This design comes from an exercise in tuning for small area, a short achievable clock period and few clock cycles on the open sky130 flow, not from production work.
Where RTL was checked, it was by simulation tests only, not by an equivalence proof against the original.
Power is estimated from default activity; no workload was simulated.

// mest_pro
module mest_pro#(
    parameter OP_CODE_SIZE     = 4,
    parameter INSTRUCTION_SIZE = OP_CODE_SIZE + 8 + 8 + 8,
    parameter ROM_DEPTH = 65536
)(
    input clk,
    input i_reset_n,
    input i_start,
    output [$clog2(ROM_DEPTH)-1  :0] o_prog_counter,
    input [INSTRUCTION_SIZE-1    :0] i_instruction,
    output [8-1 :0] o_result,
    output o_valid_result,
    output o_carry,
    output o_zero_flag,
    output o_all_done
);
clock: 5.0 ns
lec_check: 0
abc_area: 1
cap_margin: 20
core_margin: 2
core_utilization: 50
cts_buf_list: sky130_fd_sc_hd__clkbuf_8
setup_slack_margin: 3.0
slew_margin: 20
standard.sh (not shown) runs the stock make flow with config.mk's settings and CLKGATE_MAP_FILE= SYNTH_SCRIPT=/design/flow/synth_recipe.tcl, a recipe that flattens the netlist after the stock synthesis.
==> flow/flow/run.sh <==
#!/bin/bash
# Layout: the standard synthesis, then the standard ORFS steps with plain
# buffers (not delay cells) on the ports and free resizing.
set -euo pipefail
bash standard.sh synth > synth.log 2>&1
bash standard.sh BUFFER_PORTS_ARGS="-buffer_cell sky130_fd_sc_hd__buf_1" MATCH_CELL_FOOTPRINT=0 CTS_ARGS="-sink_clustering_enable -repair_clock_nets -buf_list sky130_fd_sc_hd__clkbuf_8 -dont_use_dummy_load" finish > layout.log 2>&1
Edit:
--- a/flow/design.v
+++ b/flow/design.v
@@ -192,16 +192,15 @@
 wire p_49 = (i_a[2] & i_bm[6]) ^ (i_a[1] & i_bm[7]);
 wire p_50 = ((i_a[7] & i_bm[1]) | i_y[8]) ^ p_24;
 wire p_51 = p_47 ^ p_48;
 wire p_52 = p_49 ^ p_22;
 wire p_53 = p_50 ^ p_51;
 wire p_54 = p_36 ^ p_52;
 wire p_55 = p_53 ^ p_54;
-wire p_56 = p_38 ^ p_55;
-reg [17:0] q;
+reg [18:0] q;
 reg v1;
 always @(posedge clk)
 begin
     q[0] <= p_1;
     q[1] <= p_3;
     q[2] <= p_7;
     q[3] <= p_13;
@@ -213,27 +212,28 @@
     q[9] <= p_40;
     q[10] <= p_33;
     q[11] <= p_43;
     q[12] <= p_42;
     q[13] <= p_37;
     q[14] <= p_45;
     q[15] <= p_44;
-    q[16] <= p_56;
-    q[17] <= p_46;
+    q[16] <= p_38;
+    q[17] <= p_55;
+    q[18] <= p_46;
 end
 wire s_1 = q[4] ^ q[5];
 wire s_2 = q[4] & q[5];
 wire s_3 = q[7] ^ q[8] ^ q[9];
 wire s_4 = (q[7] & q[8]) | (q[9] & (q[7] ^ q[8]));
 wire s_5 = q[10] ^ q[11] ^ q[12];
 wire s_6 = (q[10] & q[11]) | (q[12] & (q[10] ^ q[11]));
 wire s_7 = q[13] ^ q[14] ^ q[15];
 wire s_8 = (q[13] & q[14]) | (q[15] & (q[13] ^ q[14]));
-wire s_9 = q[16] ^ q[17];
-wire s_10 = q[16] & q[17];
+wire s_9 = q[16] ^ q[17] ^ q[18];
+wire s_10 = (q[16] & q[17]) | (q[18] & (q[16] ^ q[17]));
 wire [4:0] fx, fy;
 assign fx[0] = q[6];
 assign fx[1] = s_3;
 assign fx[2] = s_5;
 assign fx[3] = s_7;
 assign fx[4] = s_9;
 assign fy[0] = s_1;
Result:
- worst hold slack barely changes
- worst setup slack is worse by 58 ps
- area after synthesis went up by 1.6%
- sequential power came out lower by about 1%
- global-route usage came out lower by 0.26 points
- routed wire length shrinks by 0.70%
- sequential share of layout area increases by 0.25 points
- via count is about the same
- clock skew barely changes
- final area hardly moves
- final cell count rose by 1.7%
- critical path depth goes down by 9
- total power barely changes
Testbench counts after the change, summed over its fixed seeds: cycles 7,274.
No functional check of the RTL was part of the first run of this note.

* * *

Setup of purple:
mest_pro, a different RTL version from the one above (not shown whole).
Size: ~94 flip-flops.
Design mest_pro, start of the top module:
module mest_pro#(
    parameter OP_CODE_SIZE     = 4,
    parameter INSTRUCTION_SIZE = OP_CODE_SIZE + 8 + 8 + 8,
    parameter ROM_DEPTH = 65536
)(
    input clk,
    input i_reset_n,
    input i_start,
    output [$clog2(ROM_DEPTH)-1  :0] o_prog_counter,
    input [INSTRUCTION_SIZE-1    :0] i_instruction,
    output [8-1 :0] o_result,
    output o_valid_result,
    output o_carry,
    output o_zero_flag,
    output o_all_done
);
==> module mest_pro_fetch, before the edit <==
module mest_pro_fetch(
    input  clk,
    input  i_reset_n,
    input  i_run,
    input  i_start,
    input  i_halt,
    input  i_jmp,
    input  i_ret,
    input  [7:0] i_const_K,
    output [15:0] o_prog_counter
);
reg [15:0] pc;
reg [15:0] ret_pc;
wire [15:0] pc_inc = pc + 16'd1;
always @(posedge clk or negedge i_reset_n)
begin
    if (~i_reset_n) begin
        pc     <= 16'd0;
        ret_pc <= 16'd0;
    end else begin
        if (i_jmp)
            ret_pc <= pc;
        if (~i_run)
            pc <= {15'd0, i_start};
        else if (i_jmp)
            pc <= {8'd0, i_const_K};
        else if (i_ret)
            pc <= ret_pc;
        else if (i_halt)
            pc <= 16'd0;
        else
            pc <= pc_inc;
    end
end
assign o_prog_counter = pc;
endmodule
==> module mest_pro_decode, before the edit <==
module mest_pro_decode(
    input  clk,
    input  i_reset_n,
    input  i_issue,
    input  [27:0] i_instr,
    output reg o_valid,
    output reg o_s0,
    output reg o_cin,
    output reg [7:0] o_a,
    output reg [7:1] o_bm,
    output reg [8:0] o_y
);
wire [3:0] op = i_instr[27:24];
wire [7:0] a  = i_instr[15:8];
wire [7:0] b  = i_instr[7:0];
wire       mul = (op == 4'd2);
reg [7:0] x;
reg [8:0] y;
always @(*)
begin
    x = 8'd0;
    y = 9'd0;
    case (op)
    4'd0: begin x = a; y = {1'b0, b}; end
    4'd1: begin x = a; y = ~{1'b0, b}; end
    4'd2: x = a;
    4'd3: x = a & b;
    4'd4: x = a | b;
    4'd5: x = {1'b0, a[7:1]};
    4'd6: begin x = {a[6:0], 1'b0}; y = {a[7], 8'd0}; end
    4'd7: begin x = ~a; y = {1'b1, 8'd0}; end
    default: ;
    endcase
end
always @(posedge clk or negedge i_reset_n)
begin
    if (~i_reset_n)
        o_valid <= 1'b0;
    else
        o_valid <= i_issue;
end
always @(posedge clk)
begin
    o_s0  <= mul ? b[0] : 1'b1;
    o_bm  <= mul ? b[7:1] : 7'd0;
    o_cin <= (op == 4'd1);
    o_a   <= x;
    o_y   <= y;
end
endmodule
==> module mest_pro, before the edit <==
module mest_pro#(
    parameter OP_CODE_SIZE     = 4,
    parameter INSTRUCTION_SIZE = OP_CODE_SIZE + 8 + 8 + 8,
    parameter ROM_DEPTH = 65536
)(
    input clk,
    input i_reset_n,
    input i_start,
    output [$clog2(ROM_DEPTH)-1  :0] o_prog_counter,
    input [INSTRUCTION_SIZE-1    :0] i_instruction,
    output [8-1 :0] o_result,
    output o_valid_result,
    output o_carry,
    output o_zero_flag,
    output o_all_done
);
wire       issue;       
wire       run;         
wire       start;
wire [3:0] op   = i_instruction[27:24];
wire       is_jmp  = issue & (op == 4'd8);
wire       is_ret  = issue & (op == 4'd9);
wire       is_halt = issue & (op == 4'd15);
wire       x_s0, x_cin;
wire [7:0] x_a;
wire [7:1] x_bm;
wire [8:0] x_y;
wire       x_valid;
mest_pro_ctrlr u_ctrlr(
    .clk        (clk),
    .i_reset_n  (i_reset_n),
    .i_start    (i_start),
    .i_redirect (is_jmp | is_ret),
    .i_halt     (is_halt),
    .o_start    (start),
    .o_run      (run),
    .o_issue    (issue),
    .o_all_done (o_all_done)
);
mest_pro_fetch u_fetch(
    .clk            (clk),
    .i_reset_n      (i_reset_n),
    .i_run          (run),
    .i_start        (start),
    .i_halt         (is_halt),
    .i_jmp          (is_jmp),
    .i_ret          (is_ret),
    .i_const_K      (i_instruction[23:16]),
    .o_prog_counter (o_prog_counter)
);
mest_pro_decode u_decode(
    .clk        (clk),
    .i_reset_n  (i_reset_n),
    .i_issue    (issue),
    .i_instr    (i_instruction),
    .o_valid    (x_valid),
    .o_s0       (x_s0),
    .o_cin      (x_cin),
    .o_a        (x_a),
    .o_bm       (x_bm),
    .o_y        (x_y)
);
mest_pro_exec u_exec(
    .clk            (clk),
    .i_reset_n      (i_reset_n),
    .i_valid        (x_valid),
    .i_s0           (x_s0),
    .i_cin          (x_cin),
    .i_a            (x_a),
    .i_bm           (x_bm),
    .i_y            (x_y),
    .o_valid_result (o_valid_result),
    .o_result       (o_result),
    .o_carry        (o_carry),
    .o_zero_flag    (o_zero_flag)
);
endmodule
Settings: LEC_CHECK=0, ABC_AREA=1, CAP_MARGIN=20, CORE_MARGIN=2, CORE_UTILIZATION=60, CTS_BUF_LIST=sky130_fd_sc_hd__clkbuf_8, SETUP_SLACK_MARGIN=2.95, SLEW_MARGIN=20; clock period 5.0 ns.
==> flow/flow/run.sh <==
#!/bin/bash
# Layout: the standard synthesis, then the standard ORFS steps with plain
# buffers (not delay cells) on the ports and free resizing.
set -euo pipefail
bash standard.sh synth > synth.log 2>&1
bash standard.sh BUFFER_PORTS_ARGS="-buffer_cell sky130_fd_sc_hd__buf_1" MATCH_CELL_FOOTPRINT=0 finish > layout.log 2>&1
Testbench counts of purple, summed over its fixed seeds: cycles 7,274.
Inputs modified between purple and red:
--- a/flow/design.v
+++ b/flow/design.v
@@ -33,5 +33,4 @@
     input  i_run,
     input  i_start,
-    input  i_halt,
     input  i_jmp,
     input  i_ret,
@@ -56,6 +55,4 @@
         else if (i_ret)
             pc <= ret_pc;
-        else if (i_halt)
-            pc <= 16'd0;
         else
             pc <= pc_inc;
@@ -80,4 +77,5 @@
 wire [7:0] b  = i_instr[7:0];
 wire       mul = (op == 4'd2);
+wire       shl = (op == 4'd6);
 reg [7:0] x;
 reg [8:0] y;
@@ -93,5 +91,5 @@
     4'd4: x = a | b;
     4'd5: x = {1'b0, a[7:1]};
-    4'd6: begin x = {a[6:0], 1'b0}; y = {a[7], 8'd0}; end
+    4'd6: x = a;
     4'd7: begin x = ~a; y = {1'b1, 8'd0}; end
     default: ;
@@ -107,6 +105,6 @@
 always @(posedge clk)
 begin
-    o_s0  <= mul ? b[0] : 1'b1;
-    o_bm  <= mul ? b[7:1] : 7'd0;
+    o_s0  <= mul ? b[0] : ~shl;
+    o_bm  <= mul ? b[7:1] : {6'd0, shl};
     o_cin <= (op == 4'd1);
     o_a   <= x;
@@ -306,5 +304,4 @@
     .i_run          (run),
     .i_start        (start),
-    .i_halt         (is_halt),
     .i_jmp          (is_jmp),
     .i_ret          (is_ret),
The HPWL after detailed placement of red is higher than that of purple.
Initial detailed-routing violation count of red falls short of that of purple by more than a quarter.
Taking purple as the reference, in red number of non-clock buffers in the layout increased 5; die area essentially unchanged; met2 global-route usage decreased 1.1 points; post-synthesis to final-layout area growth increased 0.88 points; setup slack of the critical path after layout decreased 0.0040 ns.
| weighted congestion at the end of routability-driven global placement | red vs purple | 0.054 higher |
~same total track usage in purple and red
Function not checked in red: the RTL went through the layout flow alone.

separate check: timing with driven ports:
How much do the figures lean on ideal ports? The routed layouts below were timed once more, with nothing changed but the port constraints. Step 1, drivers: a clkbuf_16 drives clk and a buf_2 each remaining input, both assumed. Step 2 times the ports against the registers' clock, not the clock port: input delays grow and output delays shrink by t, the midpoint of the rising clock arrivals with the driver on. Slacks: no drivers / after step 1 / after step 2; pairs: no drivers / after step 1.
run	t, ns	slack for setup (ns)	hold WS [ns]	worst slew at a driven data input, ns
the first run of note 1	0.373	3.040 / 3.024 / 2.710	0.353 / 0.353 / 0.353	0.04
the second run of note 1	0.371	2.982 / 2.950 / 2.781	0.354 / 0.354 / 0.354	0.04
purple	0.370	2.943 / 2.943 / 2.716	0.355 / 0.355 / 0.355	0.03
red	0.382	2.939 / 2.939 / 2.725	0.354 / 0.354 / 0.354	0.04
After both steps every run listed still meets setup and hold. For the first run of note 1, which loses most, drivers alone change the setup slack by -0.016 ns; drivers and shift together by -0.330 ns.
